From an optimization exercise on the open Yosys and OpenROAD flow, aimed at small area and a short achievable clock period; shortcuts taken in it are not production practice. RTL that was checked went through simulation tests only; none was proved equivalent to the original. Power figures rest on the tool's default switching activity, not on a simulated workload.

## TR
==> module Small_Alu, before the edit <==
module Small_Alu(x, y, swap, eb, d, hb, hs, sign, sub, spec, nan);
  input [31:0] x, y;
  output swap;           
  output [7:0] eb;       
  output [7:0] d;        
  output hb, hs;         
  output sign;           
  output sub;            
  output spec;           
  output nan;            
  wire [7:0] ex = x[30:23], ey = y[30:23];
  wire hx = |ex, hy = |ey;
  wire [7:0] exe = {ex[7:1], ex[0] | ~hx};
  wire [7:0] eye = {ey[7:1], ey[0] | ~hy};
  wire [7:0] dxy = exe - eye;
  wire [7:0] dyx = eye - exe;
  assign swap = x[30:0] < y[30:0];
  assign d = swap ? dyx : dxy;
  assign hb = swap ? hy : hx;
  assign hs = swap ? hx : hy;
  assign eb = swap ? eye : exe;
  assign sign = swap ? y[31] : x[31];
  assign sub = x[31] ^ y[31];
  wire sx = &ex, sy = &ey;
  wire zx = ~|x[22:0], zy = ~|y[22:0];
  assign spec = sx | sy;
  assign nan = (sx & ~zx) | (sy & ~zy) | (sx & sy & sub);
endmodule
==> module Big_Alu, before the edit <==
module Big_Alu(sub, a, b, outp);
  input sub;
  input [23:0] a;
  input [26:0] b;
  output [27:0] outp;
  wire [26:0] A = {a, 3'b000};
  wire [26:0] B = b ^ {27{sub}};
  reg [27:0] g, p;
  reg [27:0] G, P;
  integer i, k;
  always @(*) begin
    g[0] = sub; p[0] = 1'b0;
    for (i = 0; i < 27; i = i + 1) begin
      g[i+1] = A[i] & B[i];
      p[i+1] = A[i] ^ B[i];
    end
    G = g; P = p;
    for (k = 1; k < 28; k = k * 2)
      for (i = 2*k - 1; i < 28; i = i + 2*k) begin
        G[i] = G[i] | (P[i] & G[i-k]);
        P[i] = P[i] & P[i-k];
      end
    for (k = 8; k >= 1; k = k / 2)
      for (i = 3*k - 1; i < 28; i = i + 2*k) begin
        G[i] = G[i] | (P[i] & G[i-k]);
        P[i] = P[i] & P[i-k];
      end
  end
  wire [26:0] s = p[27:1] ^ G[26:0];
  wire cout = g[27] | (p[27] & G[26]);
  assign outp = {cout ^ sub, s};
endmodule
==> module Floating_Point_Addition, before the edit <==
module Floating_Point_Addition(clk, reset, in_valid, x, y, out_valid, result, overflow);
input clk, reset;
input in_valid;
input [31:0] x, y;
output out_valid;
output [31:0] result;
output overflow;
localparam CUT0 = 1;
localparam CUT1 = 1;
localparam CUT2 = 1;
localparam CUT3 = 1;
localparam CUT4 = 1;
localparam CUT5 = 1;
localparam N = CUT0 + CUT1 + CUT2 + CUT3 + CUT4 + CUT5 + 1;
reg [N-1:0] valid;
always @(posedge clk) begin
  if (!reset) valid <= 0;
  else valid <= {valid, in_valid};
end
assign out_valid = valid[N-1];
reg [31:0] x0, y0;
generate if (CUT0) begin : c0
  always @(posedge clk) begin x0 <= x; y0 <= y; end
end else begin : n0
  always @(*) begin x0 = x; y0 = y; end
end endgenerate
wire swap, hb, hs, sign_w, sub_w, spec_w, nan_w;
wire [7:0] eb_w, d_w;
wire [22:0] fs_w, fb_w;
Small_Alu u_small_alu(.x(x0), .y(y0), .swap(swap), .eb(eb_w), .d(d_w), .hb(hb), .hs(hs),
  .sign(sign_w), .sub(sub_w), .spec(spec_w), .nan(nan_w));
Mux_2 u_mux_2(.x(x0[22:0]), .y(y0[22:0]), .en(swap), .out(fs_w));
Mux_3 u_mux_3(.x(x0[22:0]), .y(y0[22:0]), .en(swap), .out(fb_w));
reg [23:0] mb1, ms1;
reg [7:0] eb1;
reg [5:0] d1;    
reg sign1, sub1, spec1, nan1;
generate if (CUT1) begin : c1
  always @(posedge clk) begin
    mb1 <= {hb, fb_w}; ms1 <= {hs, fs_w}; eb1 <= eb_w; d1 <= {|d_w[7:5], d_w[4:0]};
    sign1 <= sign_w; sub1 <= sub_w; spec1 <= spec_w; nan1 <= nan_w;
  end
end else begin : n1
  always @(*) begin
    mb1 = {hb, fb_w}; ms1 = {hs, fs_w}; eb1 = eb_w; d1 = {|d_w[7:5], d_w[4:0]};
    sign1 = sign_w; sub1 = sub_w; spec1 = spec_w; nan1 = nan_w;
  end
end endgenerate
wire [26:0] al_w;
Shift_Right u_shift_right(.d(d1), .m(ms1), .outp(al_w));
reg [23:0] mb2;
reg [26:0] ms2;
reg [7:0] eb2;
reg sign2, sub2, spec2, nan2;
generate if (CUT2) begin : c2
  always @(posedge clk) begin
    mb2 <= mb1; ms2 <= al_w; eb2 <= eb1; sign2 <= sign1; sub2 <= sub1; spec2 <= spec1; nan2 <= nan1;
  end
end else begin : n2
  always @(*) begin
    mb2 = mb1; ms2 = al_w; eb2 = eb1; sign2 = sign1; sub2 = sub1; spec2 = spec1; nan2 = nan1;
  end
end endgenerate
wire [27:0] sum_w;
Big_Alu u_big_alu(.sub(sub2), .a(mb2), .b(ms2), .outp(sum_w));
reg [27:0] s3;
reg [7:0] eb3;
reg sign3, sub3, spec3, nan3;
generate if (CUT3) begin : c3
  always @(posedge clk) begin
    s3 <= sum_w; eb3 <= eb2; sign3 <= sign2; sub3 <= sub2; spec3 <= spec2; nan3 <= nan2;
  end
end else begin : n3
  always @(*) begin
    s3 = sum_w; eb3 = eb2; sign3 = sign2; sub3 = sub2; spec3 = spec2; nan3 = nan2;
  end
end endgenerate
wire [4:0] sh_w;
wire zero_w;
Control u_control(.s(s3), .eb(eb3), .sh(sh_w), .zero(zero_w));
reg [27:0] s4;
reg [4:0] sh4;
reg [7:0] eb4;
reg sign4, spec4, nan4;
generate if (CUT4) begin : c4
  always @(posedge clk) begin
    s4 <= s3; sh4 <= sh_w; eb4 <= eb3; sign4 <= sign3 & ~(sub3 & zero_w); spec4 <= spec3; nan4 <= nan3;
  end
end else begin : n4
  always @(*) begin
    s4 = s3; sh4 = sh_w; eb4 = eb3; sign4 = sign3 & ~(sub3 & zero_w); spec4 = spec3; nan4 = nan3;
  end
end endgenerate
wire [25:0] t_w;
wire [7:0] e_w;
Shift_Left_Right u_shift_left_right(.s(s4), .sh(sh4), .out(t_w));
Incre_Decre u_incre_decre(.eb(eb4), .sh(sh4), .e(e_w));
reg [25:0] t5;
reg [7:0] e5;
reg sign5, spec5, nan5;
generate if (CUT5) begin : c5
  always @(posedge clk) begin
    t5 <= t_w; e5 <= e_w; sign5 <= sign4; spec5 <= spec4; nan5 <= nan4;
  end
end else begin : n5
  always @(*) begin
    t5 = t_w; e5 = e_w; sign5 = sign4; spec5 = spec4; nan5 = nan4;
  end
end endgenerate
wire [31:0] res_w;
wire ovf_w;
Rounding u_rounding(.sign(sign5), .t(t5), .e(e5), .spec(spec5), .nan(nan5),
  .result(res_w), .overflow(ovf_w));
reg [31:0] result;
reg overflow;
always @(posedge clk) begin
  result <= res_w;
  overflow <= ovf_w;
end
endmodule
==> flow/config.mk <==
export PLATFORM = sky130hd
export DESIGN_NAME = Floating_Point_Addition
export DESIGN_NICKNAME = Floating_Point_Addition
export VERILOG_FILES = /design/flow/design.v
export SDC_FILE = /design/flow/constraint.sdc
export NUM_CORES = 4
export LEC_CHECK = 0
export ABC_CLOCK_PERIOD_IN_PS = 3500
export CAP_MARGIN = 20
export CORE_MARGIN = 2
export CORE_UTILIZATION = 40
export SLEW_MARGIN = 20
==> flow/constraint.sdc <==
create_clock -name core_clock -period 13.0 [get_ports {clk}]
set_input_delay 2.6000 -clock core_clock [delete_from_list [all_inputs] [get_ports {clk}]]
set_output_delay 2.6000 -clock core_clock [all_outputs]
set_load 0.01 [all_outputs]
run.sh (not shown) runs the stock make flow with config.mk's settings and CLKGATE_MAP_FILE= SYNTH_SCRIPT=/design/flow/synth_recipe.tcl, a recipe that flattens the netlist after the stock synthesis.
Input-level comparison between MS and TR:
==> flow/design.v, changed modules only <==
module Small_Alu(x, y, swap, eb, d, hb, hs, sign, sub, spec, nan);
  input [31:0] x, y;
  output swap;           
  output [7:0] eb;       
  output [7:0] d;        
  output hb, hs;         
  output sign;           
  output sub;            
  output spec;           
  output nan;            
  wire [7:0] ex = x[30:23], ey = y[30:23];
  assign swap = x[30:0] < y[30:0];
  wire [7:0] eb_raw = swap ? ey : ex;
  wire [7:0] es_raw = swap ? ex : ey;
  assign hb = |eb_raw;
  assign hs = |es_raw;
  assign eb = {eb_raw[7:1], eb_raw[0] | ~hb};
  wire [7:0] es = {es_raw[7:1], es_raw[0] | ~hs};
  assign d = eb - es;
  assign sign = swap ? y[31] : x[31];
  assign sub = x[31] ^ y[31];
  assign spec = &eb_raw;
  assign nan = spec & ((|(swap ? y[22:0] : x[22:0])) | (sub & (&es_raw)));
endmodule
module Big_Alu(sub, a, b, outp);
  input sub;
  input [23:0] a;        
  input [26:0] b;        
  output [27:0] outp;
  assign outp = {1'b0, a, 3'b000} + ({1'b0, b} ^ {28{sub}}) + {27'd0, sub};
endmodule
module Floating_Point_Addition(clk, reset, in_valid, x, y, out_valid, result, overflow);
input clk, reset;
input in_valid;
input [31:0] x, y;
output out_valid;
output [31:0] result;
output overflow;
localparam CUT0 = 1;
localparam CUT1 = 1;
localparam CUT2 = 1;
localparam CUT3 = 1;
localparam CUT4 = 0;
localparam CUT5 = 1;
localparam N = CUT0 + CUT1 + CUT2 + CUT3 + CUT4 + CUT5 + 1;
reg [N-1:0] valid;
always @(posedge clk) begin
  if (!reset) valid <= 0;
  else valid <= {valid, in_valid};
end
assign out_valid = valid[N-1];
reg [31:0] x0, y0;
generate if (CUT0) begin : c0
  always @(posedge clk) begin x0 <= x; y0 <= y; end
end else begin : n0
  always @(*) begin x0 = x; y0 = y; end
end endgenerate
wire swap, hb, hs, sign_w, sub_w, spec_w, nan_w;
wire [7:0] eb_w, d_w;
wire [22:0] fs_w, fb_w;
Small_Alu u_small_alu(.x(x0), .y(y0), .swap(swap), .eb(eb_w), .d(d_w), .hb(hb), .hs(hs),
  .sign(sign_w), .sub(sub_w), .spec(spec_w), .nan(nan_w));
Mux_2 u_mux_2(.x(x0[22:0]), .y(y0[22:0]), .en(swap), .out(fs_w));
Mux_3 u_mux_3(.x(x0[22:0]), .y(y0[22:0]), .en(swap), .out(fb_w));
reg [23:0] mb1, ms1;
reg [7:0] eb1;
reg [5:0] d1;    
reg sign1, sub1, spec1, nan1;
generate if (CUT1) begin : c1
  always @(posedge clk) begin
    mb1 <= {hb, fb_w}; ms1 <= {hs, fs_w}; eb1 <= eb_w; d1 <= {|d_w[7:5], d_w[4:0]};
    sign1 <= sign_w; sub1 <= sub_w; spec1 <= spec_w; nan1 <= nan_w;
  end
end else begin : n1
  always @(*) begin
    mb1 = {hb, fb_w}; ms1 = {hs, fs_w}; eb1 = eb_w; d1 = {|d_w[7:5], d_w[4:0]};
    sign1 = sign_w; sub1 = sub_w; spec1 = spec_w; nan1 = nan_w;
  end
end endgenerate
wire [26:0] al_w;
Shift_Right u_shift_right(.d(d1), .m(ms1), .outp(al_w));
reg [23:0] mb2;
reg [26:0] ms2;
reg [7:0] eb2;
reg sign2, sub2, spec2, nan2;
generate if (CUT2) begin : c2
  always @(posedge clk) begin
    mb2 <= mb1; ms2 <= al_w; eb2 <= eb1; sign2 <= sign1; sub2 <= sub1; spec2 <= spec1; nan2 <= nan1;
  end
end else begin : n2
  always @(*) begin
    mb2 = mb1; ms2 = al_w; eb2 = eb1; sign2 = sign1; sub2 = sub1; spec2 = spec1; nan2 = nan1;
  end
end endgenerate
wire [27:0] sum_w;
Big_Alu u_big_alu(.sub(sub2), .a(mb2), .b(ms2), .outp(sum_w));
reg [27:0] s3;
reg [7:0] eb3;
reg sign3, sub3, spec3, nan3;
generate if (CUT3) begin : c3
  always @(posedge clk) begin
    s3 <= sum_w; eb3 <= eb2; sign3 <= sign2; sub3 <= sub2; spec3 <= spec2; nan3 <= nan2;
  end
end else begin : n3
  always @(*) begin
    s3 = sum_w; eb3 = eb2; sign3 = sign2; sub3 = sub2; spec3 = spec2; nan3 = nan2;
  end
end endgenerate
wire [4:0] sh_w;
wire zero_w;
Control u_control(.s(s3), .eb(eb3), .sh(sh_w), .zero(zero_w));
reg [27:0] s4;
reg [4:0] sh4;
reg [7:0] eb4;
reg sign4, spec4, nan4;
generate if (CUT4) begin : c4
  always @(posedge clk) begin
    s4 <= s3; sh4 <= sh_w; eb4 <= eb3; sign4 <= sign3 & ~(sub3 & zero_w); spec4 <= spec3; nan4 <= nan3;
  end
end else begin : n4
  always @(*) begin
    s4 = s3; sh4 = sh_w; eb4 = eb3; sign4 = sign3 & ~(sub3 & zero_w); spec4 = spec3; nan4 = nan3;
  end
end endgenerate
wire [25:0] t_w;
wire [7:0] e_w;
Shift_Left_Right u_shift_left_right(.s(s4), .sh(sh4), .out(t_w));
Incre_Decre u_incre_decre(.eb(eb4), .sh(sh4), .e(e_w));
reg [25:0] t5;
reg [7:0] e5;
reg sign5, spec5, nan5;
generate if (CUT5) begin : c5
  always @(posedge clk) begin
    t5 <= t_w; e5 <= e_w; sign5 <= sign4; spec5 <= spec4; nan5 <= nan4;
  end
end else begin : n5
  always @(*) begin
    t5 = t_w; e5 = e_w; sign5 = sign4; spec5 = spec4; nan5 = nan4;
  end
end endgenerate
wire [31:0] res_w;
wire ovf_w;
Rounding u_rounding(.sign(sign5), .t(t5), .e(e5), .spec(spec5), .nan(nan5),
  .result(res_w), .overflow(ovf_w));
reg [31:0] result;
reg overflow;
always @(posedge clk) begin
  result <= res_w;
  overflow <= ovf_w;
end
endmodule
### Flow results
MS — clock sink count 13% lower, TR as reference. Re critical path data arrival time: MS and TR aren't equal, and the lower value belongs to TR. | chip width | MS vs TR | 1.6% lower |. In MS, flop-to-flop setup slack is lower than in TR. Cell area reported after detailed placement was lower in MS than in TR. In the metrics for MS and TR, the one carrying the higher switching power of the nets is MS. In the reports, the flip-flop count of MS falls short of that of TR. Going from TR to MS, number of well taps lost about 1.5%, final critical path time including I/O delays and setup picked up an extra 1.86 ns, combinational power picked up an extra about 10%, maximum net fanout on the critical path picked up an extra 22, sum of routed wire length over all layers picked up an extra 10%. Summary of MS over TR: count of mapped cells out of synthesis climbed 3.0%; hold-fix buffer count after cts saw little to no change.
For MS, only the layout was checked, not whether the RTL still works.

afterwards: timing with drivers on the ports:
The results above use ideal ports. As a check the final layouts listed here were re-extracted and re-timed, cells and wires unchanged. Step 1 assumes that a clkbuf_16 drives the clock port and a buf_2 every other input. Step 2 also shifts input and output timing later by t, the mid clock arrival at the registers, as if the neighbouring blocks saw the same clock. a / b / c = ideal / step 1 / step 2; a / b = the first two.
| run | t, ns | setup WS [ns] | worst setup path after step 2 |
|---|---|---|---|
| TR | 0.591 | 9.003 / 8.954 / 9.071 | register to register |
| MS | 0.576 | 7.143 / 7.143 / 7.143 | register to register |
After both steps every run listed still meets setup and hold.
